This design comes from an exercise in tuning for small area on the open sky130 flow, not from production work. The RTL was checked by simulation tests, not by an equivalence proof against the original design. Power figures rest on the tool's default switching activity, not on a simulated workload.

--- flow/run.sh ---
#!/bin/bash
# Standard ORFS layout via the standard.sh, with these changes:
#  - synthesis is synth_recipe.tcl unchanged except that ABC maps the
#    combinational logic with an area-oriented script (flow/area.abc) and
#    without a222oi_1 (its pins leave met1 spacing violations after
#    detailed routing); the flip-flops are mapped before ABC runs, so they
#    are the same cells with the same names as in the standard synthesis
#  - ports are buffered with buf_2 instead of the slow clkdlybuf4s50_1
#  - CTS with clkbuf_8 only and no dummy loads
#  - no extraction of full/half adder cells before ABC (fa_1/ha_1 carry
#    chains are slow and ABC cannot restructure them)
set -euo pipefail
W=$(pwd)
sed "s#log_cmd abc {\*}\$abc_args#log_cmd abc {*}[lreplace \$abc_args 1 1 $W/flow/area.abc] -dont_use sky130_fd_sc_hd__a222oi_1#" \
  "$FLOW_HOME/scripts/synth.tcl" > "$W/synth_area.tcl"
grep -q "flow/area.abc" "$W/synth_area.tcl"
sed "s#source \$::env(SCRIPTS_DIR)/synth.tcl#source $W/synth_area.tcl#" \
  "$W/synth_recipe.tcl" > "$W/my_synth.tcl"
grep -q "synth_area.tcl" "$W/my_synth.tcl"
bash standard.sh SYNTH_SCRIPT="$W/my_synth.tcl" \
  GPL_TIMING_DRIVEN=0 \
  SETUP_SLACK_MARGIN=0.1 \
  ADDER_MAP_FILE= \
  "BUFFER_PORTS_ARGS=-buffer_cell sky130_fd_sc_hd__buf_2" \
  "CTS_ARGS=-sink_clustering_enable -repair_clock_nets -dont_use_dummy_load -buf_list sky130_fd_sc_hd__clkbuf_8" \
  finish > "$W/standard.log" 2>&1
--- flow/area.abc ---
strash
&get -n
&dch -f
&nf -R 1000
&put
strash
dch -f
&get -n
&nf -R 1000 -a
&put
--- standard.sh ---
#!/bin/bash
# synth_recipe.tcl (not shown) runs the flow's synth.tcl, then flattens the netlist and writes it again
# the make line also repeats each setting of config.mk as NAME=value (left out here)
make -C /OpenROAD-flow-scripts/flow DESIGN_CONFIG=/design/flow/config.mk WORK_HOME=/design/flow/orfs CLKGATE_MAP_FILE= SYNTH_SCRIPT=/design/flow/synth_recipe.tcl "${@:-finish}"
--- config.mk ---
export PLATFORM = sky130hd
export DESIGN_NAME = TINYCPU
export DESIGN_NICKNAME = TINYCPU
export VERILOG_FILES = /design/flow/design.v
export SDC_FILE = /design/flow/constraint.sdc
export NUM_CORES = 4
export LEC_CHECK = 0
export CAP_MARGIN = 20
export CORE_MARGIN = 2
export CORE_UTILIZATION = 40
export SETUP_SLACK_MARGIN = 0.3
export SLEW_MARGIN = 20
--- constraint.sdc ---
create_clock -name core_clock -period 7.0 [get_ports {clk}]
set_input_delay 1.4000 -clock core_clock [delete_from_list [all_inputs] [get_ports {clk}]]
set_output_delay 1.4000 -clock core_clock [all_outputs]
set_load 0.01 [all_outputs]
--- design.v ---
module ALU(
	input wire [7:0] X,
	input wire [7:0] B,
	input wire sub,
	output wire [7:0] S,
	output wire cout
);
	wire [7:0] b = B ^ {8{sub}};
	wire [7:0] p = X ^ b;
	wire [7:0] g = X & b;
	wire g0  = g[0] | (p[0] & sub);
	wire G10 = g[1] | (p[1] & g0);
	wire G32 = g[3] | (p[3] & g[2]), P32 = p[3] & p[2];
	wire G54 = g[5] | (p[5] & g[4]), P54 = p[5] & p[4];
	wire G76 = g[7] | (p[7] & g[6]), P76 = p[7] & p[6];
	wire G20 = g[2] | (p[2] & G10);
	wire G30 = G32 | (P32 & G10);
	wire G64 = g[6] | (p[6] & G54), P64 = p[6] & P54;
	wire G74 = G76 | (P76 & G54), P74 = P76 & P54;
	wire G40 = g[4] | (p[4] & G30);
	wire G50 = G54 | (P54 & G30);
	wire G60 = G64 | (P64 & G30);
	wire G70 = G74 | (P74 & G30);
	wire [7:0] c = {G60, G50, G40, G30, G20, G10, g0, sub};
	assign S = p ^ c;
	assign cout = G70;
endmodule
module PC(
	input wire [7:0] new_pc,
	output reg [7:0] pc,
	input wire clk,
	input wire rst_
);
	always @(posedge clk or negedge rst_)
		if (!rst_) pc <= 8'h00;
		else       pc <= new_pc;
endmodule
module REGFILE(
	input wire [7:1] selX,
	input wire [7:1] selY,
	input wire [7:1] wM,
	input wire [7:1] wE,
	input wire okE,
	input wire [7:0] M,
	input wire [7:0] E,
	output wire [7:0] X,
	output wire [7:0] Y,
	input wire clk
);
	reg [7:0] rf [1:7];
	wire [7:0] xs [0:7];
	wire [7:0] ys [0:7];
	assign xs[0] = 8'h00;
	assign ys[0] = 8'h00;
	genvar i;
	generate for (i = 1; i < 8; i = i + 1) begin : g
		wire m = wM[i];
		wire e = wE[i] & ~wM[i] & okE;
		wire h = ~(wM[i] | wE[i]);
		always @(posedge clk)
			rf[i] <= ({8{m}} & M) | ({8{e}} & E) | ({8{h}} & rf[i]);
		assign xs[i] = xs[i-1] | ({8{selX[i]}} & rf[i]);
		assign ys[i] = ys[i-1] | ({8{selY[i]}} & rf[i]);
	end endgenerate
	assign X = xs[7];
	assign Y = ys[7];
endmodule
module TINYCPU(
	output wire [7:0] ram_addr,
	output wire [7:0] ram_wdat,
	input wire [7:0] ram_rdat,
	output wire ram_rd_,ram_wr_,
	output wire [7:0] rom_addr,
	input wire [23:0] rom_data,
	input wire clk,rst_
);
	wire [3:0] ins = rom_data[23:20];
	wire [3:0] fun = rom_data[19:16];
	wire [7:0] b1  = rom_data[15:8];
	wire [7:0] b2  = rom_data[7:0];
	wire [2:0] rA  = rom_data[14:12];
	wire [2:0] rB  = rom_data[10:8];
	wire [2:0] rC  = rom_data[6:4];
	wire i_ld   = ins == 4'h1;
	wire i_st   = ins == 4'h2;
	wire i_opr  = ins == 4'h3;
	wire i_opi  = ins == 4'h4;
	wire i_jxx  = ins == 4'h5;
	wire i_push = ins == 4'h6;
	wire i_pop  = ins == 4'h7;
	wire i_call = ins == 4'h8;
	wire i_ret  = ins == 4'h9;
	wire i_hlt  = ins == 4'hf;
	wire i_nop  = ins == 4'h0;
	wire i_jmp  = i_jxx && fun == 4'h0;
	wire x_rb   = ins[3:1] == 3'b011;
	wire x_r7   = ins[3:1] == 3'b100;
	wire [7:0] pc;
	wire [7:0] X, Y, S, new_pc;
	wire cout;
	PC pc0(.new_pc(new_pc), .pc(pc), .clk(clk), .rst_(rst_));
	assign rom_addr = pc;
	wire [7:1] hA, hB, hC;
	genvar i;
	generate for (i = 1; i < 8; i = i + 1) begin : dec
		assign hA[i] = rA == i;
		assign hB[i] = rB == i;
		assign hC[i] = rC == i;
	end endgenerate
	wire [7:1] selX = x_r7 ? 7'b1000000 : x_rb ? hB : hA;
	wire [7:1] selY = i_push ? hA : hB;
	wire [7:1] wM = ({7{i_ld}} & hB) | ({7{i_pop}} & hA);
	wire [7:1] wE = ({7{i_opr}} & hC) | ({7{i_opi | i_push | i_pop}} & hB) |
	                ({7{i_call | i_ret}} & 7'b1000000);
	REGFILE regfile(.selX(selX), .selY(selY), .wM(wM), .wE(wE), .okE(ok),
	                .M(ram_rdat), .E(S), .X(X), .Y(Y), .clk(clk));
	wire [7:0] B = (i_ld | i_st | i_opi) ? b2 : (x_rb | x_r7) ? 8'h01 : Y;
	wire sub = fun[0] | i_jxx;
	wire ok = fun[3:1] == 3'b000;
	ALU alu(.X(X), .B(B), .sub(sub), .S(S), .cout(cout));
	wire eq = S == 8'h00;
	wire taken = (fun == 4'h1 && eq) || (fun == 4'h2 && !eq) ||
	             (fun == 4'h3 && !cout) || (fun == 4'h4 && cout && !eq);
	wire [1:0] len = i_hlt ? 2'd0 : (i_nop | i_ret) ? 2'd1 : (i_jmp | i_call) ? 2'd2 : 2'd3;
	wire [7:0] valP = pc + {6'b0, len};
	assign new_pc = (i_jmp | i_call) ? b1 :
	                (i_jxx & taken) ? b2 :
	                i_ret ? ram_rdat : valP;
	wire popret = i_pop | i_ret;
	wire okS = ok & ~popret;
	assign ram_addr = ({8{popret}} & X) | ({8{okS}} & S);
	assign ram_wdat = i_call ? valP : Y;
	assign ram_rd_ = ~(i_ld | i_pop | i_ret);
	assign ram_wr_ = ~(i_st | i_push | i_call);
endmodule
==> impl_metrics.toml, run 1 <==
[clock_network]
cts_root_buf = "clkbuf_8"
cts_setup_buffers = 0
cts_tree = "yes"
cts.path.max_buffers = 2
cts_num_sinks = 64
insertion_delay_ns = 0.35
htree_levels = 3
path_clk_slew_ns = 0.07
ctsHoldBuffers = 0
cts_buffers = 9

[sta]
finalWorstPathRequiredPeriod_ns = 6.78
rsz0062_at_grt = "yes"
finalHoldViolCount = 0
period_share_pct = 96.8
fmax_ghz = 0.148
setup_tns_ns = 0
finalSetupViolCount = 0
finalClockSkew_ns = 0.0339
slew_viol_final = 0
tightest_slew_ns = 1.11
slew-limit-headroom_pct = 25.7

[yosys]
synthAdderAreaFrac_pct = 0.483
synthArstFlopShare_pct = 12.5
synth-simple-area-share_pct = 22.7
synth_top_area_cell = "dfxtp_1"
syn_inst = 520
muxShareOfSynthArea_pct = 1.72
synth_flop_cell = "dfxtp_1"
yosys_warnings = 3
synth_compound_area_share_pct = 37.2
syn_area_sq_um = 4150
yosysSeqAreaShare_pct = 31.9
avgSynthCellArea_sq_um = 7.97
synth_top_family_by_area = "compound AO/OA/AOI/OAI gates"
synth_area_leaders = "dfxtp_1 27%, a22oi_1 18%, o21ai_0 5.1%"
synth-xor-area-share_pct = 5.07
synth_edf_count = 0
synth-seq-cells = 64
synth_nets = 554
synth.top_cell.area_share_pct = 27.0
synthDistinctLibCells = 38

[layout]
area_delta_synth_final_pct = 18.8
fin_nets = 627
fillers = 1027
postLayoutCoreUtil_pct = 48.4
diodes = 0
drive_gt1_share_pct = 15.7

[worst_setup_path]
crit_arrival_ns = 5.38
required_ns = 5.60
reg2reg_slack_ns = 2.86
worstSetupPathType = "in2out"
r2r_cells = 18
end_kind = "output pin"
critPathLaunchType = "input port"
path_max_fanout = 10

[die]
rows = 37
start_util_pct = 40.7
io_pins = 60
dieArea_sq_um = 11200
die_h_um = 106
die_x_um = 106
core_area_sq_um = 10200

[min_path]
holdCritPathClass = "reg2reg"
min_path_cells = 2

[global_routing]
grt_usage_pct = 31.4
grt_max_degree = 18
grt_pass1_wl_um = 26600
antenna_found_initial = 0
overflow = 0
grt_pass1_vias = 4654

[routing]
wirelength_um = 17500
via_count = 4957
detail_route.wl_per_cell_um = 24.1
drt_iter0_drc = 632
antenna_left = 0
first_pass_iters = 6
drc = 0
viasPerCell = 6.82

[placement]
hpwl_um = 12300
io_buffer_count = 59
gp_congestion = 0.940

[power_and_ir_drop]
p_clk_share_pct = 18.5
power.internal_uw = 783
swShare_pct = 41.5
pwr-share-comb_pct = 41.9
p_sw_uw = 555
share_seq_of_total_power_pct = 39.6
p_per_area_nw_per_um2 = 272
ir_worst_vdd_mv = 0.107
leakage_uw = 0.00170

[run]
drv_cap = 0

[status]
run_status = "finished clean"
[area by class of cell]
class | instances | area (sq um) | share of cell area, %
Clock buffer | 9 | 124 | 2.51
Inverter | 11 | 41.3 | 0.838
Multi-Input combinational cell | 445 | 2950 | 59.8
Sequential cell | 64 | 1320 | 26.8
Tap cell | 136 | 170 | 3.45
Timing Repair Buffer | 62 | 322 | 6.53
[cell usage in the layout, fill, tap and decap left out, types with 2 or more instances in the layout]
cell type	instances
a22oi_1	97
buf_2	59
dfxtp_1	56
nor2_1	53
nand2_1	45
o21ai_0	42
a21oi_1	19
nor3_1	15
o22ai_1	14
xnor2_1	14
a221o_1	14
clkinv_1	11
nand4_1	11
o31ai_1	9
clkbuf_8	9
nor2b_1	8
o22ai_2	8
and4_1	8
dfrtp_1	8
nand3b_1	7
nand3_1	7
or3b_1	6
and3_1	6
xor2_1	6
a211oi_1	6
nand2b_1	5
and2_0	4
or3_1	4
mux2i_4	4
or2_0	3
a32oi_1	3
a21oi_2	3
xnor2_2	3
o32ai_1	3
nor3b_1	2
mux2i_1	2
a31oi_1	2
maj3_1	2
buf_4	2
[cells in the mapped netlist (8+ instances only)]
cell      number
nand4_1       11
nor3_1        16
a21oi_1       23
o31ai_1        9
dfrtp_1        8
nor2b_1        8
o21ai_0       42
a22oi_1       97
nor2_1        54
dfxtp_1       56
xnor2_1       17
a221o_1       14
o22ai_1       22
nand2_1       45
clkinv_1      11
and4_1         8
[cell families after synthesis]
family / count (synthesis)
flip-flops: 64
AO/OA/AOI/OAI: 225
AND/OR/NAND/NOR: 187
adder cells (fa/ha/maj): 2
buffers and inverters: 11
XOR/XNOR: 24
multiplexers: 7
[power by group through the flow]
stage	Clock, uW	Combinational, uW	Sequential (uW)
floorplan	0	344	527
global placement	0	522	530
detailed placement	0	531	532
CTS	247	542	525
global route	267	614	537
finish	247	561	530
[registers in the layout, summed over array words and instances, names as in the netlist]
name / flops
regfile.rf: 56
pc0.pc: 8
[layer usage]
| layer | up-vias | wire [um] | share of wire, % | GRT usage, % |
|---|---|---|---|---|
| met5 | - | 0 | 0 | 0 |
| met4 | 0 | 583 | 3.3 | 12.7 |
| met3 | 49 | 1860 | 11 | 7.05 |
| met2 | 342 | 7840 | 45 | 49.4 |
| met1 | 2355 | 7210 | 41 | 41.7 |
| li1 | 2211 | - | - | - |
[per-stage QoR]
stage / hold slack (ns) / instance area (sq um) / cells / setup slack, ns / total power, uW
global placement: 0.489 / 4610 / 715 / -0.426 / 1050
detailed placement: 0.495 / 4650 / 717 / -0.430 / 1060
global route: 0.532 / 4930 / 727 / -0.000548 / 1420
floorplan: 0.470 / 4150 / 520 / 1.16 / 871
CTS: 0.513 / 4860 / 726 / 0.145 / 1310
finish: 0.515 / 4930 / 727 / 0.225 / 1340
[critical path, cell delays in order]
cell	delay, ns
buf_2	0.14
nand2b_1	0.23
nor2_4	0.46
nor2_1	0.12
a21oi_2	0.50
a22oi_1	0.14
nand4_1	0.23
a22oi_1	0.11
xnor2_1	0.22
nand2_1	0.09
a21oi_1	0.33
nand3b_1	0.16
nand2_1	0.12
nand3_1	0.10
nand2_1	0.11
a21oi_1	0.30
xnor2_2	0.25
o22ai_1	0.17
buf_2	0.19
[worst paths after layout]
path	from	to
setup / recovery	rom_data[23]	ram_addr[7]
max in group asynchronous	rst_	pc0.pc[6]
hold reg to reg	regfile.rf[3][1]	regfile.rf[3][1]
setup reg to reg	regfile.rf[7][1]	pc0.pc[7]
min in group asynchronous	rst_	pc0.pc[3]
hold / removal	regfile.rf[3][1]	regfile.rf[3][1]
[timing repair]
action	4_1_cts	5_1_grt
pin swaps	0	1
endpoints found under the setup margin	6	4
gates resized for setup	18	6
hold endpoints to repair	0	0
==> run 2: changes to the inputs <==
--- a/flow/run.sh
+++ b/flow/run.sh
@@ -7,8 +7,6 @@
 #    are the same cells with the same names as in the standard synthesis
 #  - ports are buffered with buf_2 instead of the slow clkdlybuf4s50_1
 #  - CTS with clkbuf_8 only and no dummy loads
-#  - no extraction of full/half adder cells before ABC (fa_1/ha_1 carry
-#    chains are slow and ABC cannot restructure them)
 set -euo pipefail
 W=$(pwd)
 sed "s#log_cmd abc {\*}\$abc_args#log_cmd abc {*}[lreplace \$abc_args 1 1 $W/flow/area.abc] -dont_use sky130_fd_sc_hd__a222oi_1#" \
@@ -19,8 +17,7 @@
 grep -q "synth_area.tcl" "$W/my_synth.tcl"
 bash standard.sh SYNTH_SCRIPT="$W/my_synth.tcl" \
   GPL_TIMING_DRIVEN=0 \
-  SETUP_SLACK_MARGIN=0.1 \
-  ADDER_MAP_FILE= \
+  SETUP_SLACK_MARGIN=0.05 \
   "BUFFER_PORTS_ARGS=-buffer_cell sky130_fd_sc_hd__buf_2" \
   "CTS_ARGS=-sink_clustering_enable -repair_clock_nets -dont_use_dummy_load -buf_list sky130_fd_sc_hd__clkbuf_8" \
   finish > "$W/standard.log" 2>&1
==> run 2 against run 1 <==
Compared with the run above:
- largest power group unchanged
- register-to-register slack worse by 0.58 ns
- synthesized cell count up 3.7%
- highest routed layer unchanged
- critical endpoint is now ram_addr[6]
- power up 4.4%
==> impl_metrics.toml, run 2 <==
[layout]
fin_nets = 680
postLayoutCoreUtil_pct = 51.7
final_common_cell = "a22oi_1"
top_register = "regfile.rf"
largest_reg_flops = 56
reg_top3 = "regfile.rf x56, pc0.pc x8"
diodes = 0
fillers = 1033
drive_gt1_share_pct = 19.9
finalNonFillerCells = 768
seqCellArea_sq_um = 1320
multi_input_area_sq_um = 3100
layout_common_cells = "92 x a22oi_1, 89 x nand2_1, 59 x buf_2, 56 x dfxtp_1, 36 x o21ai_0"
area_delta_synth_final_pct = 25.6

[global_routing]
antenna_found_initial = 0
overflow = 0
grt_pass1_wl_um = 28900
grt_usage_pct = 34.4
grt_pass1_vias = 4902
grt_max_degree = 18

[placement]
gp_congestion = 0.956
io_buffer_count = 59
hpwl_um = 12800
dp.cells = 736

[clock_network]
htree_levels = 3
cts_root_buf = "clkbuf_8"
cts_tree = "yes"
cts_buffers = 9
cts_num_sinks = 64
insertion_delay_ns = 0.36
path_clk_slew_ns = 0.07
cts.path.max_buffers = 2

[yosys]
synth_top_area_cell = "dfxtp_1"
synth_flop_cell = "dfxtp_1"
avgSynthCellArea_sq_um = 7.85
synthArstFlopShare_pct = 12.5
synthDistinctLibCells = 42
synth-seq-cells = 64
synth_area_leaders = "dfxtp_1 27%, a22oi_1 16%, nand2_1 8.1%"
synth_nets = 585
synth_most_common_cell = "a22oi_1"
synth_edf_count = 0
syn_inst = 539
syn_area_sq_um = 4230
synth.top_cell.area_share_pct = 26.5
yosys_warnings = 3
yosysSeqAreaShare_pct = 31.2
ys_top_cells_by_count = "92 x a22oi_1, 91 x nand2_1, 56 x dfxtp_1"

[die]
die_h_um = 107
rows = 37
io_pins = 60
die_x_um = 107
dieArea_sq_um = 11400
core_area_sq_um = 10300
start_util_pct = 41.1

[worst_setup_path]
end_kind = "output pin"
required_ns = 5.60
critPathLaunchType = "input port"
crit_arrival_ns = 5.38
worstSetupPathType = "in2out"
path_max_fanout = 10

[power_and_ir_drop]
power.internal_uw = 809
ir_worst_vdd_mv = 0.126
swShare_pct = 42.1
pwr-share-comb_pct = 43.7
p_clk_share_pct = 18.0
leakage_uw = 0.00208
p_per_area_nw_per_um2 = 263
p_sw_uw = 589
finalPower_uw = 1400
share_seq_of_total_power_pct = 38.3

[routing]
drt_iter0_drc = 895
via_count = 5197
detail_route.wl_per_cell_um = 25.4
viasPerCell = 6.77
wirelength_um = 19500
antenna_left = 0
drc = 0
first_pass_iters = 8

[sta]
tightest_slew_ns = 1.18
period_share_pct = 96.8
setup_tns_ns = 0
slew_viol_final = 0
finalSetupViolCount = 0
finalWorstPathRequiredPeriod_ns = 6.78
slew-limit-headroom_pct = 21.3
fmax_ghz = 0.148
finalClockSkew_ns = 0.0187
rsz0062_at_grt = "yes"
finalHoldViolCount = 0

[status]
run_status = "finished clean"

[min_path]
holdCritPathClass = "reg2reg"

[run]
drv_cap = 0
==> run 2: cell types whose count changed in the layout (fill, tap and decap cells not counted), moves of 12 or more <==
| cell | change |
|---|---|
| nand2_1 | +44 |
| clkinv_1 | +12 |
| xnor2_1 | -12 |
| nor2_1 | -18 |
| buf_4 | +21 |
==> run 2: kinds of logic (layout without fill, tap and decap cells) <==
kind of cell	count (synthesis)	in the layout	share of synthesized area, %
mux	10	10	2.43
fa+ha+maj	12	12	4.26
xor+xnor	18	18	3.73
compound gates	210	210	34.3
buf+inv	25	118	2.22
simple gates	200	200	21.8
flops	64	64	31.2
==> run 2: final timing paths <==
path | cells past startpoint | to | slack (ns) | start
worst min register to register | 2 | regfile.rf[4][3] | 0.47 | regfile.rf[4][3]
worst min-delay path | 2 | regfile.rf[4][3] | 0.47 | regfile.rf[4][3]
min in group asynchronous | 1 | pc0.pc[1] | 0.88 | rst_
max in group asynchronous | 1 | pc0.pc[7] | 5.94 | rst_
worst max register to register | 20 | pc0.pc[0] | 2.28 | regfile.rf[7][0]
worst max-delay path | 20 | ram_addr[6] | 0.22 | rom_data[20]
==> run 2: area by class of cell <==
class | count | share of cell area, %
clock buffers | 9 | 2.33
multi-input cells | 450 | 58.4
inverters | 25 | 1.77
flip-flops and latches | 64 | 24.9
repair buffers | 84 | 9.40
well taps | 136 | 3.20
==> run 2: per-stage QoR <==
stage | hold slack [ns] | setup slack [ns] | area [sq um]
after global placement | 0.454 | -1.05 | 4690
after CTS | 0.473 | 0.0412 | 5240
after global routing | 0.507 | -0.00951 | 5310
after detailed placement | 0.461 | -1.04 | 4740
after floorplan | 0.431 | 0.498 | 4230
final | 0.469 | 0.223 | 5310
==> run 2: power by group through the flow <==
stage | combinational, uW | clock [uW] | sequential [uW]
2_1_floorplan | 366 | 0 | 531
3_3_place_gp | 544 | 0 | 535
3_5_place_dp | 550 | 0 | 537
4_1_cts | 584 | 250 | 530
5_1_grt | 674 | 262 | 544
6_report | 611 | 252 | 535
==> run 2: worst max-delay path, stage by stage <==
cell and delay (ns):
buf_2 0.18, nand2b_1 0.21, nor2_4 0.06, buf_12 0.16, mux2i_4 0.22, a22oi_1 0.23
nand4_1 0.13, buf_4 0.18, o22ai_2 0.18, mux2_1 0.38, fa_1 0.45, clkinv_1 0.10
a21o_1 0.11, a21oi_1 0.09, o21bai_1 0.15, a21o_1 0.21, xor2_2 0.30, clkinv_1 0.23
o2bb2ai_1 0.23, buf_2 0.17
==> run 2: what timing repair did <==
item	CTS	global route
setup endpoints to repair	14	5
hold buffers	0	0
pin swaps	6	1
buffers inserted	19	4
resized for setup	36	7
==> run 2: per-layer routing <==
layer	GRT usage (%)	share of wire, %	up-vias
li1	-	-	2268
met1	43.6	38	2371
met2	51.5	42	462
met3	10.1	13	96
met4	21.1	6.8	0
met5	0	0	-
==> run 3: changes to the inputs <==
--- a/design.v
+++ b/design.v
@@ -108,7 +108,7 @@
 		assign hC[i] = rC == i;
 	end endgenerate
 	wire [7:1] selX = x_r7 ? 7'b1000000 : x_rb ? hB : hA;
-	wire [7:1] selY = i_push ? hA : hB;
+	wire [7:1] selY = i_push ? hA : i_call ? 7'b0 : hB;
 	wire [7:1] wM = ({7{i_ld}} & hB) | ({7{i_pop}} & hA);
 	wire [7:1] wE = ({7{i_opr}} & hC) | ({7{i_opi | i_push | i_pop}} & hB) |
 	                ({7{i_call | i_ret}} & 7'b1000000);
@@ -129,7 +129,7 @@
 	wire popret = i_pop | i_ret;
 	wire okS = ok & ~popret;
 	assign ram_addr = ({8{popret}} & X) | ({8{okS}} & S);
-	assign ram_wdat = i_call ? valP : Y;
+	assign ram_wdat = Y | ({8{i_call}} & valP);
 	assign ram_rd_ = ~(i_ld | i_pop | i_ret);
 	assign ram_wr_ = ~(i_st | i_push | i_call);
 endmodule
==> flow/run.sh (replaced) <==
#!/bin/bash
# Standard ORFS layout via the standard.sh, with these changes:
#  - synthesis is synth_recipe.tcl unchanged except that ABC maps the
#    combinational logic with an area-oriented script (flow/area.abc) and
#    without a222oi_1 (its pins leave met1 spacing violations after
#    detailed routing); the flip-flops are mapped before ABC runs, so they
#    are the same cells with the same names as in the standard synthesis
#  - no extraction of full/half adder cells before ABC (fa_1/ha_1 carry
#    chains are slow and ABC cannot restructure them)
#  - ports are buffered with buf_1 instead of the slow clkdlybuf4s50_1
#  - CTS with clkbuf_4 only and no dummy loads
#  - a denser floorplan for shorter wires
set -euo pipefail
W=$(pwd)
sed "s#log_cmd abc {\*}\$abc_args#log_cmd abc {*}[lreplace \$abc_args 1 1 $W/flow/area.abc] -dont_use sky130_fd_sc_hd__a222oi_1#" \
  "$FLOW_HOME/scripts/synth.tcl" > "$W/synth_area.tcl"
grep -q "flow/area.abc" "$W/synth_area.tcl"
sed "s#source \$::env(SCRIPTS_DIR)/synth.tcl#source $W/synth_area.tcl#" \
  "$W/synth_recipe.tcl" > "$W/my_synth.tcl"
grep -q "synth_area.tcl" "$W/my_synth.tcl"
bash standard.sh SYNTH_SCRIPT="$W/my_synth.tcl" \
  ADDER_MAP_FILE= \
  GPL_TIMING_DRIVEN=0 \
  SETUP_SLACK_MARGIN=0.1 \
  CORE_UTILIZATION=50 \
  PLACE_DENSITY=0.65 \
  "BUFFER_PORTS_ARGS=-buffer_cell sky130_fd_sc_hd__buf_1" \
  "CTS_ARGS=-sink_clustering_enable -repair_clock_nets -dont_use_dummy_load -buf_list sky130_fd_sc_hd__clkbuf_4" \
  finish > "$W/standard.log" 2>&1
==> flow/area.abc (replaced) <==
strash
&get -n
&dch -f
&nf -R 1000 -C 32 -F 8
&put
strash
dch -f
&get -n
&nf -R 1000 -a -C 32 -A 4
&put
==> run 3 against run 2 <==
Compared with the run above:
- highest routed layer unchanged
- register-to-register slack improved by 0.62 ns
- via count decreased by 4.5%
- sequential power decreased by 0.7%
- critical endpoint is now ram_addr[4]
- utilization increased by 9.6 points
- synthesized cell count decreased by 6.3%
- critical path type unchanged
- non-clock buffer count decreased by 11
==> impl_metrics.toml, run 3 <==
[layout]
drive_gt1_share_pct = 8.01
final_common_cell = "a22oi_1"
fin_nets = 623
diodes = 0
top_register = "regfile.rf"
layout_common_cells = "104 x a22oi_1, 82 x o21ai_0, 56 x buf_1, 56 x dfxtp_1, 51 x nand2_1"
area_delta_synth_final_pct = 18.1
stdcell_area_sq_um = 4760
reg_top3 = "regfile.rf x56, pc0.pc x8"
largest_reg_flops = 56

[routing]
wirelength_um = 16700
first_pass_iters = 6
via_count = 4965
detail_route.wl_per_cell_um = 24.3
drt_iter0_drc = 677
drc = 0
antenna_left = 0
viasPerCell = 7.21

[placement]
gp_congestion = 0.930
hpwl_um = 11200
io_buffer_count = 59
place_area_sq_um = 4400

[run]
drv_cap = 0

[die]
die_h_um = 93.8
dieArea_sq_um = 8800
start_util_pct = 51.9
core_area_sq_um = 7770
rows = 32
io_pins = 60
die_x_um = 93.8

[clock_network]
path_clk_slew_ns = 0.08
cts_tree = "yes"
cts_buffers = 9
htree_levels = 3
insertion_delay_ns = 0.42
cts_root_buf = "clkbuf_4"
cts_num_sinks = 64
cts.path.max_buffers = 2

[yosys]
synthDistinctLibCells = 35
synthAdderAreaFrac_pct = 0.745
synth_area_leaders = "dfxtp_1 28%, a22oi_1 19%, o21ai_0 10%"
avgSynthCellArea_sq_um = 7.98
synth_most_common_cell = "a22oi_1"
synth_flop_cell = "dfxtp_1"
synth_top_area_cell = "dfxtp_1"
synth-xor-area-share_pct = 5.87
synth_compound_area_share_pct = 40.1
syn_area_sq_um = 4030
synth_top_family_by_area = "compound AO/OA/AOI/OAI gates"
synth_nets = 539
yosysSeqAreaShare_pct = 32.8
synth.top_cell.area_share_pct = 27.8
syn_inst = 505
synthArstFlopShare_pct = 12.5
synth-simple-area-share_pct = 18.7
synth-seq-cells = 64
yosys_warnings = 3
ys_top_cells_by_count = "104 x a22oi_1, 82 x o21ai_0, 56 x dfxtp_1"
synth_edf_count = 0
muxShareOfSynthArea_pct = 1.02

[global_routing]
antenna_found_initial = 0
grt_max_degree = 17
grt_pass1_vias = 4467
grt_pass1_wl_um = 25200
overflow = 0
grt_usage_pct = 38.5

[worst_setup_path]
max_stage_delay_ns = 0.99
required_ns = 5.60
crit_buf_inv = 2
crit_slowest_cell = "o22ai_1"
reg2reg_slack_ns = 2.90
path_delay_family = "compound AO/OA/AOI/OAI gates"
r2r_cells = 15
worstSetupPathType = "in2out"
crit_top_cell = "o22ai_1"
path_max_fanout = 10
crit_path_cell_trace = "buf_2 > nor2b_4 > nand2_2 > nand2_1 > o22ai_1 > a22oi_1 > and4_1 > xor2_1 > a21oi_1 > o31ai_2 > xnor2_1 > o22ai_1 > buf_1"
r2r-end = "pc0.pc[1]"
timing.rr.start = "regfile.rf[5][1]"
crit_arrival_ns = 5.43
end_kind = "output pin"
critPathLaunchType = "input port"

[sta]
finalHoldViolCount = 0
fmax_ghz = 0.146
period_share_pct = 97.6
slew-limit-headroom_pct = 14.2
tightest_slew_ns = 1.28
rsz0062_at_grt = "no"
finalWorstPathRequiredPeriod_ns = 6.83
slew_viol_final = 0
finalSetupViolCount = 0
finalClockSkew_ns = 0.0272

[status]
run_status = "finished clean"

[min_path]
min_path_cells = 2
min_to = "regfile.rf[5][2]"
holdCritPathClass = "reg2reg"
min_from = "regfile.rf[5][2]"

[power_and_ir_drop]
ir_worst_vdd_mv = 0.119
p_per_area_nw_per_um2 = 266
leakage_uw = 0.00154
finalPower_uw = 1270
==> run 3: cell types whose count changed after synthesis, sizes merged, moves of 11 or more <==
cell,delta
clkinv,-16
nor3,-11
and4,+15
a22oi,+12
o22ai,+12
o21ai,+46
a221o,-13
nand2,-38
==> run 3: per-stage QoR <==
stage	TNS [ns]	instances	utilization [%]	worst slack (ns)	hold slack, ns
after floorplan	0	505	-	0.451	0.471
after global placement	-11.46	666	56.4	-1.25	0.485
after detailed placement	-12.30	667	56.6	-1.36	0.494
after CTS	0	686	60.5	0.110	0.521
after global routing	0	689	61.3	0.0965	0.539
final	0	689	61.3	0.168	0.521
==> run 3: worst reg2reg max path, cell delays in order (launching register included) <==
cell and delay (ns):
dfxtp_1 0.33, a22oi_1 0.19, and4_1 0.29, o21ai_0 0.11, xor2_1 0.19, xor2_1 0.21
a21oi_1 0.32, o31ai_2 0.13, xnor2_1 0.66, and4_1 0.34, and4_1 0.24, nand4_1 0.11
a31o_1 0.40, o21ai_0 0.23, a21oi_1 0.06, a21o_1 0.18
==> run 3: metal layers <==
metal	GRT usage, %	routed length (um)	up-vias
li1	-	-	2178
met1	49.6	6410	2326
met2	60.6	7340	381
met3	9.63	2160	80
met4	17.3	827	0
met5	0	0	-
==> run 3: area by class of cell <==
class                      count  area, sq um
fill                         763         3010
multi-input combinational    432         2870
sequential                    64         1320
timing repair buffer          73          343
tap                          102          128
clock buffer                   9         67.6
inverter                       9         33.8
==> run 3: where the power goes <==
part | leakage [uW] | internal [uW] | switching [uW]
Combinational | 0.000942 | 212 | 339
Clock | 0.0000414 | 59.8 | 128
Sequential | 0.000557 | 455 | 75.7
Total | 0.00154 | 727 | 542
==> run 3: what timing repair did <==
action                     in CTS  in global routing
cloned                          0                  0
hold buffers                    0                  0
gates resized for setup        27                  9
pin swaps                       7                  1
buffers inserted               10                  1
setup endpoints to repair      16                  8
==> run 3: how the worst max path moves through the flow <==
stage / start / endpoint / slack, ns / cells past startpoint
after floorplan: rom_data[22] / ram_addr[7] / 0.45 / 17
after global placement: rom_data[22] / ram_addr[7] / -1.25 / 18
after detailed placement: rom_data[22] / ram_addr[7] / -1.36 / 18
after CTS: rom_data[23] / ram_addr[7] / 0.11 / 19
after global routing: rom_data[22] / ram_addr[4] / 0.1 / 13
final: rom_data[22] / ram_addr[4] / 0.17 / 13
==> run 3: logic make-up (layout without fill, tap and decap cells) <==
logic type,after synthesis,count (layout)
AOI/OAI and AO/OA,254,254
buffers and inverters,9,91
muxes,4,4
and+or+nand+nor,144,144
DFF,64,64
adders and majority gates,3,3
xor gates and xnor gates,27,27
==> run 4: changes to the inputs <==
--- a/flow/run.sh
+++ b/flow/run.sh
@@ -22,8 +22,8 @@
   ADDER_MAP_FILE= \
   GPL_TIMING_DRIVEN=0 \
   SETUP_SLACK_MARGIN=0.1 \
-  CORE_UTILIZATION=50 \
-  PLACE_DENSITY=0.65 \
+  CORE_UTILIZATION=65 \
+  PLACE_DENSITY=0.72 \
   "BUFFER_PORTS_ARGS=-buffer_cell sky130_fd_sc_hd__buf_1" \
   "CTS_ARGS=-sink_clustering_enable -repair_clock_nets -dont_use_dummy_load -buf_list sky130_fd_sc_hd__clkbuf_4" \
   finish > "$W/standard.log" 2>&1
==> run 4 against run 3 <==
Compared with the run above:
- clock skew increased by 0.0054 ns
- critical path type unchanged
- first-iteration DRC count increased by 47%
- highest routed layer unchanged
- flip-flop and latch count unchanged
- wire length decreased by 3.1%
- register-to-register slack got worse by 0.18 ns
- maximum frequency increased by 0.17%
- non-clock buffer count decreased by 8
- global-route usage increased by 9.1 points
- still clean on timing, DRC and antenna
- worst hold slack got worse by 0.0021 ns
- via count increased by 3.9%
==> impl_metrics.toml, run 4 <==
[clock_network]
cts_num_sinks = 64
cts_tree = "yes"
cts_root_buf = "clkbuf_4"
htree_levels = 3
cts_buffers = 9
insertion_delay_ns = 0.43
path_clk_slew_ns = 0.09
cts.path.max_buffers = 2

[sta]
slew-limit-headroom_pct = 15.9
finalWorstPathRequiredPeriod_ns = 6.82
period_share_pct = 97.4
slew_viol_final = 0
tightest_slew_ns = 1.26
finalHoldViolCount = 0
setup_tns_ns = 0
worst_slack_ns = 0.180
fmax_ghz = 0.147
finalClockSkew_ns = 0.0326
rsz0062_at_grt = "yes"
finalSetupViolCount = 0
hold_ws_ns = 0.519

[yosys]
synth_top_area_cell = "dfxtp_1"
synth_edf_count = 0
synth-simple-area-share_pct = 18.7
synthArstFlopShare_pct = 12.5
synth-seq-cells = 64
yosys_warnings = 3
avgSynthCellArea_sq_um = 7.98
synth_nets = 539
ys_top_cells_by_count = "104 x a22oi_1, 82 x o21ai_0, 56 x dfxtp_1"
synth_top_family_by_area = "compound AO/OA/AOI/OAI gates"
muxShareOfSynthArea_pct = 1.02
synth_most_common_cell = "a22oi_1"
synthDistinctLibCells = 35
synth_compound_area_share_pct = 40.1
synth_area_leaders = "dfxtp_1 28%, a22oi_1 19%, o21ai_0 10%"
yosysSeqAreaShare_pct = 32.8
syn_inst = 505
synth_flop_cell = "dfxtp_1"
syn_area_sq_um = 4030
synth.top_cell.area_share_pct = 27.8
synthAdderAreaFrac_pct = 0.745
synth-xor-area-share_pct = 5.87

[routing]
detail_route.wl_per_cell_um = 24.8
wirelength_um = 16200
drt_iter0_drc = 995
first_pass_iters = 10
drc = 0
via_count = 5157
viasPerCell = 7.89
antenna_left = 0

[placement]
gp_congestion = 0.985
place_area_sq_um = 4360
hpwl_um = 10700
io_buffer_count = 59
dp_slack_ns = -1.21

[global_routing]
grt_pass1_wl_um = 23400
antenna_found_initial = 0
grt_max_degree = 17
grt_usage_pct = 47.6
overflow = 0
grt_pass1_vias = 4478

[worst_setup_path]
path_depth = 16
crit_arrival_ns = 5.42
path_delay_family = "compound AO/OA/AOI/OAI gates"
max_stage_delay_ns = 0.67
path_max_fanout = 10
worstSetupPathType = "in2out"
r2r_cells = 15
crit_buf_inv = 2
crit_slowest_cell = "xnor2_1"
critPathLaunchType = "input port"
crit_path_cell_trace = "buf_2 > nor2b_4 > nand2_2 > or2_4 > nand2_4 > o22ai_4 > a22oi_1 > and4_1 > o21ai_0 > xor2_1 > xor2_1 > a21oi_1 > o31ai_2 > xnor2_1 > o22ai_1 > buf_1"
required_ns = 5.60
crit_top_cell = "xor2_1"
end_kind = "output pin"

[die]
rows = 28
die_h_um = 82.8
io_pins = 60
die_x_um = 82.8
start_util_pct = 67.7
dieArea_sq_um = 6850
core_area_sq_um = 5960

[run]
drv_cap = 0

[status]
run_status = "finished clean"

[power_and_ir_drop]
p_per_area_nw_per_um2 = 274
p_clk_share_pct = 14.8
p_sw_uw = 548
leakage_uw = 0.00149
ir_worst_vdd_mv = 0.192
power.internal_uw = 724
pwr-share-comb_pct = 43.5
share_seq_of_total_power_pct = 41.7
swShare_pct = 43.1

[layout]
reg_top3 = "regfile.rf x56, pc0.pc x8"
top_register = "regfile.rf"
largest_reg_flops = 56
final_common_cell = "a22oi_1"
fin_nets = 615
layout_common_cells = "104 x a22oi_1, 82 x o21ai_0, 56 x buf_1, 56 x dfxtp_1, 51 x nand2_1"
drive_gt1_share_pct = 6.56
stdcell_area_sq_um = 4640
area_delta_synth_final_pct = 15.1
diodes = 0

[min_path]
min_path_cells = 2
holdCritPathClass = "reg2reg"
## run 4: cell counts after synthesis
Identical to the previous run, type by type.
## run 4: what timing repair did
action / 4_1_cts / 5_1_grt
buffers inserted: 1 / 3
cloned: 0 / 0
gates resized for setup: 23 / 10
hold buffers: 0 / 0
endpoints found under the hold margin: 0 / 0
pin swaps: 1 / 1
endpoints found under the setup margin: 18 / 8
## run 4: layer usage
layer	vias up	share of wire, %	global-route usage [%]
li1	2164	-	-
met1	2303	34	58.9
met3	143	18	16.0
met2	547	42	71.3
met5	-	0	0
met4	0	6.9	28.9
## run 4: layout make-up
cell class,instances,area (sq um)
multi-input cells,432,2850
flip-flops and latches,64,1320
fillers,469,1320
repair buffers,65,268
well taps,75,93.8
clock buffers,9,67.6
inverters,9,33.8
## run 4: power groups by stage
| stage | Sequential (uW) | Combinational, uW | Clock (uW) |
|---|---|---|---|
| finish | 530 | 553 | 188 |
| global route | 539 | 599 | 194 |
| CTS | 525 | 524 | 180 |
| detailed placement | 533 | 500 | 0 |
| global placement | 528 | 481 | 0 |
| floorplan | 528 | 343 | 0 |
## run 4: cell families after synthesis
logic type               count (synthesis)
AO/OA/AOI/OAI                          254
XOR/XNOR                                27
adder cells (fa/ha/maj)                  3
buffers and inverters                    9
flip-flops                              64
multiplexers                             4
AND/OR/NAND/NOR                        144
## run 4: stage by stage
stage | instances | total power [uW] | util (%)
global placement | 639 | 1010 | 73.0
finish | 654 | 1270 | 77.9
floorplan | 505 | 871 | -
CTS | 650 | 1230 | 76.3
global route | 654 | 1330 | 77.9
detailed placement | 640 | 1030 | 73.2
## run 4: final timing paths
path	end	startpoint	slack, ns
worst max register to register	pc0.pc[3]	regfile.rf[4][1]	2.72
max in group asynchronous	pc0.pc[0]	rst_	5.77
min in group asynchronous	pc0.pc[3]	rst_	0.88
worst min-delay path	regfile.rf[1][1]	regfile.rf[1][1]	0.52
worst max-delay path	ram_addr[4]	rom_data[22]	0.18
worst min register to register	regfile.rf[1][1]	regfile.rf[1][1]	0.52
## run 4: worst register-to-register path: cells and delay by family (launching register included)
kind | cells | cell delay (ns)
XOR/XNOR | 3 | 1.07
AND/OR/NAND/NOR | 4 | 0.98
AO/OA/AOI/OAI | 8 | 1.77
flip-flops | 1 | 0.37
==> run 5: changes to the inputs <==
--- a/flow/run.sh
+++ b/flow/run.sh
@@ -20,7 +20,8 @@
 grep -q "synth_area.tcl" "$W/my_synth.tcl"
 bash standard.sh SYNTH_SCRIPT="$W/my_synth.tcl" \
   ADDER_MAP_FILE= \
-  GPL_TIMING_DRIVEN=0 \
+  GPL_TIMING_DRIVEN=1 \
+  GPL_KEEP_OVERFLOW=0 \
   SETUP_SLACK_MARGIN=0.1 \
   CORE_UTILIZATION=65 \
   PLACE_DENSITY=0.72 \
==> run 5 against run 4 <==
Compared with the run above:
- still clean on timing, DRC and antenna
- combinational power is 1% higher
- setup slack got worse by 0.0071 ns
- power is 1.2% higher
- worst hold slack worse by 0.0029 ns
- global-route usage increased by 0.25 points
- via count is 2.4% higher
- clock power decreased by 3%
==> impl_metrics.toml, run 5 <==
[layout]
layout_common_cells = "104 x a22oi_1, 82 x o21ai_0, 57 x buf_1, 56 x dfxtp_1, 51 x nand2_1"
stdcell_area_sq_um = 4660
fillers = 449
top_register = "regfile.rf"
diodes = 0
area_delta_synth_final_pct = 15.5
largest_reg_flops = 56
drive_gt1_share_pct = 6.70
reg_top3 = "regfile.rf x56, pc0.pc x8"
final_common_cell = "a22oi_1"
fin_nets = 618

[yosys]
synthArstFlopShare_pct = 12.5
synth-seq-cells = 64
synthDistinctLibCells = 35
ys_top_cells_by_count = "104 x a22oi_1, 82 x o21ai_0, 56 x dfxtp_1"
synth_flop_cell = "dfxtp_1"
synth_most_common_cell = "a22oi_1"
avgSynthCellArea_sq_um = 7.98
synth_edf_count = 0
syn_area_sq_um = 4030
synth.top_cell.area_share_pct = 27.8
synth_top_area_cell = "dfxtp_1"
synth_nets = 539
syn_inst = 505
synth_area_leaders = "dfxtp_1 28%, a22oi_1 19%, o21ai_0 10%"
yosysSeqAreaShare_pct = 32.8
yosys_warnings = 3

[clock_network]
cts.path.max_buffers = 2
path_clk_slew_ns = 0.08
cts_root_buf = "clkbuf_4"
insertion_delay_ns = 0.43
cts_num_sinks = 64
htree_levels = 3
cts_tree = "yes"
cts_buffers = 9
ctsHoldBuffers = 0

[worst_setup_path]
required_ns = 5.60
path_max_fanout = 9
crit_buf_inv = 2
crit_arrival_ns = 5.43
startpoint = "rom_data[10]"
end_kind = "output pin"
path_delay_family = "compound AO/OA/AOI/OAI gates"
crit_path_cell_trace = "buf_1 > nand3_1 > and3_1 > a31oi_1 > a22oi_1 > and4_1 > xor2_1 > a21oi_1 > o31ai_2 > xnor2_1 > o22ai_1 > buf_1"
crit_top_cell = "buf_1"
crit_slowest_cell = "a31oi_1"
critPathLaunchType = "input port"
r2r_cells = 15
path_depth = 12
timing.rr.start = "regfile.rf[4][1]"
worstSetupPathType = "in2out"
max_stage_delay_ns = 0.90

[global_routing]
antenna_found_initial = 0
grt_usage_pct = 47.8
top_usage_layer = "met2"
grt_max_degree = 17
overflow = 0
use_met1_pct = 59.2
grt_pass1_vias = 4449
use_met3_pct = 21.4
grt.met2_usage_pct = 68.6
grt_pass1_wl_um = 23700

[run]
drv_cap = 0

[sta]
rsz0062_at_grt = "no"
slew-limit-headroom_pct = 16.5
period_share_pct = 97.5
finalClockSkew_ns = 0.0455
finalSetupViolCount = 0
slew_viol_final = 0
finalWorstPathRequiredPeriod_ns = 6.83
finalHoldViolCount = 0
fmax_ghz = 0.146
worst_slack_ns = 0.173
setup_tns_ns = 0
hold_ws_ns = 0.516
tightest_slew_ns = 1.25

[die]
rows = 28
io_pins = 60
core_area_sq_um = 5960
die_x_um = 82.8
start_util_pct = 67.7
die_h_um = 82.8
dieArea_sq_um = 6850

[min_path]
holdCritPathClass = "reg2reg"
min_from = "regfile.rf[6][2]"
min_path_cells = 2

[power_and_ir_drop]
ir_worst_vdd_mv = 0.227
share_seq_of_total_power_pct = 42.3
p_sw_uw = 562
finalPower_uw = 1290
p_per_area_nw_per_um2 = 276
p_clk_share_pct = 14.1
swShare_pct = 43.7
pwr-share-comb_pct = 43.5
power.internal_uw = 725
leakage_uw = 0.00150

[routing]
drc = 0
drt_iter0_drc = 967
detail_route.wl_per_cell_um = 25.4
viasPerCell = 8.04
wirelength_um = 16700
antenna_left = 0
first_pass_iters = 8
via_count = 5280

[placement]
gp_congestion = 1.07
hpwl_um = 11400
io_buffer_count = 59
place_area_sq_um = 4360
dp_slack_ns = -0.764

[status]
run_status = "finished clean"
## run 5: cell counts after synthesis
No cell type changed its count.
## run 5: layout make-up
class	instances	area (sq um)	share of cell area, %
tap	75	93.8	2.02
timing repair buffer	68	292	6.26
multi-input combinational	432	2850	61.2
sequential	64	1320	28.4
clock buffer	9	67.6	1.45
inverter	9	33.8	0.726
## run 5: what timing repair did
action | in CTS | in global routing
setup endpoints to repair | 8 | 6
pin swaps | 1 | 4
gates resized for setup | 17 | 13
buffers inserted | 1 | 7
## run 5: cells by family after synthesis
| family | synth area share [%] |
|---|---|
| and+or+nand+nor | 18.7 |
| AOI/OAI and AO/OA | 40.1 |
| DFF | 32.8 |
| muxes | 1.02 |
| buffers and inverters | 0.838 |
| xor gates and xnor gates | 5.87 |
| adders and majority gates | 0.745 |
## run 5: power by group through the flow
stage                     clock network [uW]  registers [uW]  logic [uW]
after floorplan                            0             528         343
after global placement                     0             543         485
after detailed placement                   0             542         502
after CTS                                175             535         524
after global routing                     188             547         605
final                                    182             545         560
## run 5: layer usage
metal / share of wire [%] / wire length [um] / vias to the layer above
met3: 17 / 2850 / 173
met4: 7.6 / 1270 / 0
met1: 35 / 5870 / 2329
li1: - / - / 2168
met5: 0 / 0 / -
met2: 40 / 6730 / 610
## run 5: worst paths after layout
| path | endpoint | slack (ns) |
|---|---|---|
| hold reg to reg | regfile.rf[6][2] | 0.52 |
| setup reg to reg | pc0.pc[2] | 2.82 |
| min in group asynchronous | pc0.pc[4] | 0.89 |
| max in group asynchronous | pc0.pc[1] | 5.74 |
| setup / recovery | ram_addr[4] | 0.17 |
| hold / removal | regfile.rf[6][2] | 0.52 |
## run 5: worst min-delay path: stages, from the launching register on
cell and delay [ns]:
dfxtp_1 0.35, a22oi_1 0.07, o21ai_0 0.07
## run 5: stage by stage
step,util [%],instances
final,78.2,657
after global routing,78.2,657
after CTS,75.9,650
after detailed placement,73.2,640
after global placement,73.0,639
after floorplan,-,505
==> run 6: changes to the inputs <==
--- a/flow/run.sh
+++ b/flow/run.sh
@@ -9,7 +9,6 @@
 #    chains are slow and ABC cannot restructure them)
 #  - ports are buffered with buf_1 instead of the slow clkdlybuf4s50_1
 #  - CTS with clkbuf_4 only and no dummy loads
-#  - a denser floorplan for shorter wires
 set -euo pipefail
 W=$(pwd)
 sed "s#log_cmd abc {\*}\$abc_args#log_cmd abc {*}[lreplace \$abc_args 1 1 $W/flow/area.abc] -dont_use sky130_fd_sc_hd__a222oi_1#" \
@@ -22,9 +21,7 @@
   ADDER_MAP_FILE= \
   GPL_TIMING_DRIVEN=1 \
   GPL_KEEP_OVERFLOW=0 \
-  SETUP_SLACK_MARGIN=0.1 \
-  CORE_UTILIZATION=65 \
-  PLACE_DENSITY=0.72 \
+  SETUP_SLACK_MARGIN=0.05 \
   "BUFFER_PORTS_ARGS=-buffer_cell sky130_fd_sc_hd__buf_1" \
   "CTS_ARGS=-sink_clustering_enable -repair_clock_nets -dont_use_dummy_load -buf_list sky130_fd_sc_hd__clkbuf_4" \
   finish > "$W/standard.log" 2>&1
==> run 6 against run 5 <==
Compared with the run above:
- largest cell class unchanged
- die area up 59%
- largest power group unchanged
- first-iteration DRC count down 34%
- non-clock buffer count down 5
- count of clock-buffer cells in the layout unchanged
- clock power about the same
- clock skew down 0.013 ns
==> impl_metrics.toml, run 6 <==
[status]
run_status = "finished clean"

[layout]
fin_nets = 613
fillers = 1039
reg_top3 = "regfile.rf x56, pc0.pc x8"
top_register = "regfile.rf"
layout_common_cells = "104 x a22oi_1, 82 x o21ai_0, 57 x buf_1, 56 x dfxtp_1, 51 x nand2_1"
largest_reg_flops = 56
postLayoutCoreUtil_pct = 48.0
finalNonFillerCells = 710
drive_gt1_share_pct = 6.24
final_common_cell = "a22oi_1"
diodes = 0
area_delta_synth_final_pct = 16.3

[sta]
worst_slack_ns = 0.228
hold_ws_ns = 0.530
finalClockSkew_ns = 0.0325
finalSetupViolCount = 0
finalWorstPathRequiredPeriod_ns = 6.77
period_share_pct = 96.7
setup_tns_ns = 0
finalHoldViolCount = 0
fmax_ghz = 0.148
slew-limit-headroom_pct = 22.0
tightest_slew_ns = 1.17
slew_viol_final = 0
rsz0062_at_grt = "yes"

[yosys]
syn_area_sq_um = 4030
syn_inst = 505
yosysSeqAreaShare_pct = 32.8
synth-seq-cells = 64
synth_most_common_cell = "a22oi_1"
synth_edf_count = 0
synth_nets = 539
synthDistinctLibCells = 35
synth_top_area_cell = "dfxtp_1"
synthArstFlopShare_pct = 12.5
avgSynthCellArea_sq_um = 7.98
synth.top_cell.area_share_pct = 27.8
synth_area_leaders = "dfxtp_1 28%, a22oi_1 19%, o21ai_0 10%"
ys_top_cells_by_count = "104 x a22oi_1, 82 x o21ai_0, 56 x dfxtp_1"
synth_flop_cell = "dfxtp_1"
yosys_warnings = 3

[placement]
dp.cells = 699
hpwl_um = 12900
io_buffer_count = 59
gp_congestion = 0.967
dp_slack_ns = -0.945

[clock_network]
cts.path.max_buffers = 2
cts_buffers = 9
cts_root_buf = "clkbuf_4"
cts_num_sinks = 64
path_clk_slew_ns = 0.07
insertion_delay_ns = 0.43
htree_levels = 3
cts_tree = "yes"

[die]
io_pins = 60
core_area_sq_um = 9770
start_util_pct = 41.2
rows = 36
dieArea_sq_um = 10900
die_x_um = 104
die_h_um = 104

[worst_setup_path]
critPathLaunchType = "input port"
worstSetupPathType = "in2out"
end_kind = "output pin"
crit_path_cell_trace = "clkbuf_2 > nor2b_4 > nand2_2 > or2_4 > nand2_4 > o22ai_2 > a22oi_1 > and4_1 > clkinv_1 > o22ai_1 > mux2i_1 > a21oi_1 > o31ai_2 > xnor2_1 > o22ai_1 > buf_1"
crit_arrival_ns = 5.37
crit_top_cell = "o22ai_1"
max_stage_delay_ns = 0.78
crit_slowest_cell = "xnor2_1"
required_ns = 5.60
path_max_fanout = 10

[global_routing]
antenna_found_initial = 0
overflow = 0
grt_usage_pct = 31.8
grt_max_degree = 17
grt_pass1_wl_um = 26400
grt_pass1_vias = 4432

[routing]
drc = 0
drt_iter0_drc = 642
antenna_left = 0
wirelength_um = 17700
viasPerCell = 6.74
first_pass_iters = 6
via_count = 4788
detail_route.wl_per_cell_um = 24.9

[power_and_ir_drop]
p_clk_share_pct = 14.4
ir_worst_vdd_mv = 0.111
p_sw_uw = 557
power.internal_uw = 724
pwr-share-comb_pct = 43.3
leakage_uw = 0.00148
swShare_pct = 43.5
share_seq_of_total_power_pct = 42.3
p_per_area_nw_per_um2 = 273

[min_path]
holdCritPathClass = "reg2reg"

[run]
drv_cap = 0
## run 6: cell counts after synthesis
Identical to the previous run, type by type.
## run 6: worst paths after layout
path	start	to	slack (ns)	depth (start not counted)
setup / recovery	rom_data[22]	ram_addr[4]	0.23	16
hold / removal	regfile.rf[4][2]	regfile.rf[4][2]	0.53	2
setup reg to reg	regfile.rf[4][1]	pc0.pc[1]	2.73	15
hold reg to reg	regfile.rf[4][2]	regfile.rf[4][2]	0.53	2
max in group asynchronous	rst_	pc0.pc[0]	5.81	1
min in group asynchronous	rst_	pc0.pc[3]	0.87	1
## run 6: stage by stage
step	area [sq um]	total power, uW
final	4690	1280
after global routing	4690	1360
after CTS	4610	1260
after detailed placement	4450	1060
after global placement	4420	1060
after floorplan	4030	871
## run 6: power by group through the flow
stage          clock network [uW]  logic [uW]  registers (uW)
2_1_floorplan                   0         343             528
3_3_place_gp                    0         507             549
3_5_place_dp                    0         511             544
4_1_cts                       186         534             537
5_1_grt                       199         611             550
6_report                      185         554             542
## run 6: cell families (layout without fill, tap and decap cells)
logic type	count (synthesis)	count (layout)	synth area share, %
buf+inv	9	81	0.838
fa+ha+maj	3	3	0.745
mux	4	4	1.02
compound gates	254	254	40.1
flops	64	64	32.8
xor+xnor	27	27	5.87
simple gates	144	144	18.7
## run 6: critical path, delay by kind of cell
| kind | cells | cell delay, ns |
|---|---|---|
| AOI/OAI and AO/OA | 6 | 1.31 |
| xor gates and xnor gates | 1 | 0.78 |
| buffers and inverters | 3 | 0.43 |
| and+or+nand+nor | 5 | 1.30 |
| muxes | 1 | 0.16 |
## run 6: what timing repair did
item	4_1_cts	5_1_grt
buffers inserted	1	1
gates cloned	0	0
endpoints found under the setup margin	6	8
resized for setup	17	13
hold buffers	0	0
pin swaps	1	1
## run 6: final cells by class
class                           count  area (sq um)  area share [%]
Tap cell                          133           166            3.55
Inverter                            9          33.8           0.721
Sequential cell                    64          1320            28.2
Timing Repair Buffer               63           254            5.42
Multi-Input combinational cell    432          2850            60.7
Clock buffer                        9          67.6            1.44
## run 6: per-layer routing
metal  vias to the layer above  track usage (%)  share of wire (%)
li1                       2153                -                  -
met1                      2286             40.7                 41
met2                       301             48.6                 46
met3                        48             9.27                 10
met4                         0             15.4                3.3
met5                         -                0                  0
==> run 7: changes to the inputs <==
--- a/flow/run.sh
+++ b/flow/run.sh
@@ -21,7 +21,7 @@
   ADDER_MAP_FILE= \
   GPL_TIMING_DRIVEN=1 \
   GPL_KEEP_OVERFLOW=0 \
-  SETUP_SLACK_MARGIN=0.05 \
+  SETUP_SLACK_MARGIN=0 \
   "BUFFER_PORTS_ARGS=-buffer_cell sky130_fd_sc_hd__buf_1" \
   "CTS_ARGS=-sink_clustering_enable -repair_clock_nets -dont_use_dummy_load -buf_list sky130_fd_sc_hd__clkbuf_4" \
   finish > "$W/standard.log" 2>&1
==> run 7 against run 6 <==
Compared with the run above:
- still clean
- synthesized cell count did not move
- sequential share of layout area barely moved
- wire length fell by 0.34%
- critical path depth fell by 1
- first-iteration DRC count fell by 3.1%
- sequential power barely moved
- largest cell class unchanged
==> impl_metrics.toml, run 7 <==
[yosys]
synth_most_common_cell = "a22oi_1"
synth_area_leaders = "dfxtp_1 28%, a22oi_1 19%, o21ai_0 10%"
synth_flop_cell = "dfxtp_1"
avgSynthCellArea_sq_um = 7.98
synthDistinctLibCells = 35
yosys_warnings = 3
synthArstFlopShare_pct = 12.5
syn_area_sq_um = 4030
ys_top_cells_by_count = "104 x a22oi_1, 82 x o21ai_0, 56 x dfxtp_1"
synth_nets = 539
syn_inst = 505
yosysSeqAreaShare_pct = 32.8
synth_top_area_cell = "dfxtp_1"
synth_edf_count = 0
synth-seq-cells = 64
synth.top_cell.area_share_pct = 27.8

[die]
start_util_pct = 41.2
dieArea_sq_um = 10900
rows = 36
core_area_sq_um = 9770
die_h_um = 104
die_x_um = 104
io_pins = 60

[clock_network]
cts_buffers = 9
cts_root_buf = "clkbuf_4"
ctsHoldBuffers = 0
cts_num_sinks = 64
htree_levels = 3
cts.path.max_buffers = 2
cts_tree = "yes"
path_clk_slew_ns = 0.07
insertion_delay_ns = 0.43

[routing]
first_pass_iters = 6
via_count = 4795
viasPerCell = 6.76
antenna_left = 0
drc = 0
drt_iter0_drc = 622
detail_route.wl_per_cell_um = 24.8
wirelength_um = 17600

[layout]
layout_common_cells = "104 x a22oi_1, 82 x o21ai_0, 57 x buf_1, 56 x dfxtp_1, 51 x nand2_1"
largest_reg_flops = 56
drive_gt1_share_pct = 6.08
diodes = 0
area_delta_synth_final_pct = 16.1
stdcell_area_sq_um = 4680
fin_nets = 612
reg_top3 = "regfile.rf x56, pc0.pc x8"
final_common_cell = "a22oi_1"
top_register = "regfile.rf"
finalNonFillerCells = 709

[sta]
tightest_slew_ns = 1.19
worst_slack_ns = 0.209
finalWorstPathRequiredPeriod_ns = 6.79
fmax_ghz = 0.147
setup_tns_ns = 0
slew-limit-headroom_pct = 20.8
slew_viol_final = 0
finalHoldViolCount = 0
finalSetupViolCount = 0
finalClockSkew_ns = 0.0308
period_share_pct = 97.0

[run]
drv_cap = 0

[worst_setup_path]
required_ns = 5.60
worstSetupPathType = "in2out"
crit_arrival_ns = 5.39
path_max_fanout = 10
end_kind = "output pin"
crit_path_cell_trace = "clkbuf_2 > nor2b_4 > nand2_2 > or2_4 > nand2_4 > o22ai_2 > a22oi_1 > and4_1 > o21ai_0 > xor2_1 > xnor2_1 > o31ai_2 > xnor2_1 > o22ai_1 > buf_1"
crit_slowest_cell = "xnor2_1"
reg2reg_slack_ns = 2.70
critPathLaunchType = "input port"
max_stage_delay_ns = 0.84
crit_top_cell = "xnor2_1"

[power_and_ir_drop]
p_per_area_nw_per_um2 = 273
ir_worst_vdd_mv = 0.111
leakage_uw = 0.00147

[placement]
dp_slack_ns = -0.945
gp_congestion = 0.967
place_area_sq_um = 4450
io_buffer_count = 59
hpwl_um = 12900
dp.cells = 699

[global_routing]
overflow = 0
antenna_found_initial = 0
grt_usage_pct = 31.7
grt_pass1_wl_um = 26300
grt_max_degree = 17
grt_pass1_vias = 4431

[status]
run_status = "finished clean"

[min_path]
holdCritPathClass = "reg2reg"
## run 7: area by class of cell
type	instances	area [sq um]
tap	133	166
timing repair buffer	62	246
multi-input combinational	432	2850
sequential	64	1320
fill	1037	5090
clock buffer	9	67.6
inverter	9	33.8
## run 7: cells by family after synthesis
family	synth area share [%]
flops	32.8
xor+xnor	5.87
simple gates	18.7
mux	1.02
compound gates	40.1
buf+inv	0.838
fa+ha+maj	0.745
## run 7: power by group
group,total (uW),switching [uW],internal [uW]
logic,552,345,208
registers,542,86.4,455
clock network,184,124,59.7
total,1280,555,723
## run 7: critical path, delay by kind of cell
| family | cells | cell delay, ns |
|---|---|---|
| AOI/OAI and AO/OA | 5 | 0.90 |
| xor gates and xnor gates | 3 | 1.43 |
| and+or+nand+nor | 5 | 1.30 |
| buffers and inverters | 2 | 0.36 |
## run 7: final timing paths
kind / startpoint / endpoint / cells after the start
setup reg to reg: regfile.rf[6][1] / pc0.pc[1] / 15
hold / removal: regfile.rf[4][2] / regfile.rf[4][2] / 2
hold reg to reg: regfile.rf[4][2] / regfile.rf[4][2] / 2
min in group asynchronous: rst_ / pc0.pc[3] / 1
setup / recovery: rom_data[22] / ram_addr[4] / 15
max in group asynchronous: rst_ / pc0.pc[0] / 1
## run 7: routing by layer
metal | routed length, um | global-route usage, %
met1 | 7230 | 40.6
met5 | 0 | 0
met2 | 8000 | 48.6
met3 | 1780 | 9.27
met4 | 592 | 15.4
## run 7: timing repair
item | 4_1_cts | 5_1_grt
hold endpoints to repair | 0 | 0
pin swaps | 1 | 1
gates cloned | 0 | 0
endpoints found under the setup margin | 6 | 9
resized for setup | 16 | 14
setup buffers | 1 | 0
## run 7: through the flow
stage / total power, uW / utilization (%) / hold WS [ns]
finish: 1280 / 47.9 / 0.525
global route: 1360 / 47.9 / 0.554
CTS: 1260 / 47.1 / 0.522
detailed placement: 1060 / 45.5 / 0.502
global placement: 1060 / 45.2 / 0.502
floorplan: 871 / - / 0.471
==> run 8: changes to the inputs <==
--- a/flow/run.sh
+++ b/flow/run.sh
@@ -21,7 +21,7 @@
   ADDER_MAP_FILE= \
   GPL_TIMING_DRIVEN=1 \
   GPL_KEEP_OVERFLOW=0 \
-  SETUP_SLACK_MARGIN=0 \
+  SETUP_SLACK_MARGIN=0.1 \
   "BUFFER_PORTS_ARGS=-buffer_cell sky130_fd_sc_hd__buf_1" \
   "CTS_ARGS=-sink_clustering_enable -repair_clock_nets -dont_use_dummy_load -buf_list sky130_fd_sc_hd__clkbuf_4" \
   finish > "$W/standard.log" 2>&1
==> run 8 against run 7 <==
Compared with the run above:
- via count fell by 0.31%
- clock skew rose by 0.0011 ns
- critical path depth rose by 1
- sequential share of layout area barely moved
- area after synthesis did not move
- critical path type unchanged
- largest power group unchanged
- highest routed layer unchanged
==> impl_metrics.toml, run 8 <==
[yosys]
yosys_warnings = 3
synth-seq-cells = 64
synthArstFlopShare_pct = 12.5
synthDistinctLibCells = 35
avgSynthCellArea_sq_um = 7.98
muxShareOfSynthArea_pct = 1.02
synth_nets = 539
synth_top_family_by_area = "compound AO/OA/AOI/OAI gates"
synth_most_common_cell = "a22oi_1"
synth_top_area_cell = "dfxtp_1"
synth-simple-area-share_pct = 18.7
synth.top_cell.area_share_pct = 27.8
synth-xor-area-share_pct = 5.87
synth_compound_area_share_pct = 40.1
synthAdderAreaFrac_pct = 0.745
synth_flop_cell = "dfxtp_1"
syn_inst = 505
ys_top_cells_by_count = "104 x a22oi_1, 82 x o21ai_0, 56 x dfxtp_1"
synth_edf_count = 0
synth_area_leaders = "dfxtp_1 28%, a22oi_1 19%, o21ai_0 10%"
yosysSeqAreaShare_pct = 32.8
syn_area_sq_um = 4030

[status]
run_status = "finished clean"

[global_routing]
grt_usage_pct = 31.8
grt_pass1_vias = 4432
grt_max_degree = 17
grt_pass1_wl_um = 26400
overflow = 0
antenna_found_initial = 0

[sta]
finalClockSkew_ns = 0.0319
finalSetupViolCount = 0
finalHoldViolCount = 0
rsz0062_at_grt = "yes"
fmax_ghz = 0.148
tightest_slew_ns = 1.20
finalWorstPathRequiredPeriod_ns = 6.78
slew-limit-headroom_pct = 20.3
slew_viol_final = 0
period_share_pct = 96.8

[clock_network]
cts_num_sinks = 64
path_clk_slew_ns = 0.07
cts_root_buf = "clkbuf_4"
cts.path.max_buffers = 2
htree_levels = 3
cts_buffers = 9
cts_tree = "yes"
insertion_delay_ns = 0.43

[layout]
multi_input_area_sq_um = 2840
drive_gt1_share_pct = 6.07
seqCellArea_sq_um = 1320
stdcell_area_sq_um = 4680
diodes = 0
fillers = 1038
area_delta_synth_final_pct = 16.1
final_common_cell = "a22oi_1"
largest_reg_flops = 56
top_register = "regfile.rf"
layout_common_cells = "104 x a22oi_1, 82 x o21ai_0, 57 x buf_1, 56 x dfxtp_1, 51 x nand2_1"
fin_nets = 613
reg_top3 = "regfile.rf x56, pc0.pc x8"

[die]
dieArea_sq_um = 10900
core_area_sq_um = 9770
rows = 36
die_x_um = 104
start_util_pct = 41.2
die_h_um = 104
io_pins = 60

[worst_setup_path]
worstSetupPathType = "in2out"
crit_arrival_ns = 5.38
crit_path_cell_trace = "buf_2 > nor2b_4 > nand2_2 > or2_4 > nand2_4 > o22ai_2 > a22oi_1 > and4_1 > clkinv_1 > o22ai_1 > mux2i_1 > a21oi_1 > o31ai_2 > xnor2_1 > o22ai_1 > buf_1"
crit_top_cell = "o22ai_1"
path_depth = 16
crit_buf_inv = 3
path_max_fanout = 10
end_kind = "output pin"
required_ns = 5.60
crit_slowest_cell = "xnor2_1"
path_delay_family = "simple AND/OR/NAND/NOR gates"
r2r_cells = 15
max_stage_delay_ns = 0.79
critPathLaunchType = "input port"

[placement]
hpwl_um = 12900
io_buffer_count = 59
place_area_sq_um = 4450
gp_congestion = 0.967

[power_and_ir_drop]
p_per_area_nw_per_um2 = 273
leakage_uw = 0.00148
ir_worst_vdd_mv = 0.112
finalPower_uw = 1280

[routing]
first_pass_iters = 7
drc = 0
detail_route.wl_per_cell_um = 24.9
via_count = 4780
wirelength_um = 17700
drt_iter0_drc = 605
antenna_left = 0
viasPerCell = 6.73

[min_path]
min_path_cells = 2
holdCritPathClass = "reg2reg"

[run]
drv_cap = 0
## run 8: cell counts after synthesis
Identical to the previous run, type by type.
## run 8: layout make-up
type                    count  share of cell area [%]
multi-input cells         432                    60.6
flip-flops and latches     64                    28.2
repair buffers             63                    5.42
well taps                 133                    3.55
clock buffers               9                    1.44
inverters                   9                   0.722
## run 8: timing repair
item | in CTS | in global routing
hold buffers | 0 | 0
setup endpoints to repair | 13 | 8
resized for setup | 18 | 11
buffers inserted | 1 | 1
pin swaps | 1 | 1
## run 8: logic make-up after synthesis
logic type	after synthesis
xor+xnor	27
compound gates	254
flops	64
fa+ha+maj	3
simple gates	144
mux	4
buf+inv	9
## run 8: path summary, 6_finish.rpt
path,from,endpoint,slack (ns)
setup / recovery,rom_data[22],ram_addr[4],0.22
min in group asynchronous,rst_,pc0.pc[7],0.87
max in group asynchronous,rst_,pc0.pc[0],5.80
hold reg to reg,regfile.rf[4][2],regfile.rf[4][2],0.53
setup reg to reg,regfile.rf[6][1],pc0.pc[1],2.71
hold / removal,regfile.rf[4][2],regfile.rf[4][2],0.53
## run 8: worst reg2reg max path: cells and delay by family (launching register included)
kind / cells / cell delay, ns
DFF: 1 / 0.40
and+or+nand+nor: 4 / 0.90
AOI/OAI and AO/OA: 8 / 1.68
xor gates and xnor gates: 3 / 1.20
## run 8: where the power goes
group | leakage (uW) | internal, uW | total [uW] | switching [uW]
sequential | 0.000557 | 455 | 543 | 87.7
combinational | 0.000878 | 209 | 554 | 346
clock | 0.0000414 | 59.7 | 183 | 123
## run 8: routing by layer
metal / track usage, % / vias up / part of all wire [%]
li1: - / 2152 / -
met1: 40.7 / 2290 / 41
met2: 48.6 / 292 / 45
met3: 9.27 / 46 / 10
met4: 15.4 / 0 / 3.4
met5: 0 / - / 0
## run 8: stage by stage
step	hold slack [ns]	setup TNS (ns)	instances	setup WS, ns	utilization, %
CTS	0.522	0	709	0.131	47.2
global route	0.554	-0.0290	710	-0.0224	47.9
detailed placement	0.502	-6.18	699	-0.945	45.5
finish	0.527	0	710	0.225	47.9
global placement	0.502	-4.22	697	-0.736	45.2
floorplan	0.471	0	505	0.451	-

Setup slack of run 8, layout unchanged: 0.225 ns with ideal ports, 0.196 ns with driving cells assumed (clock clkbuf_16, inputs buf_2), 0.196 ns with port delays also shifted by the 0.442 ns mid clock arrival.
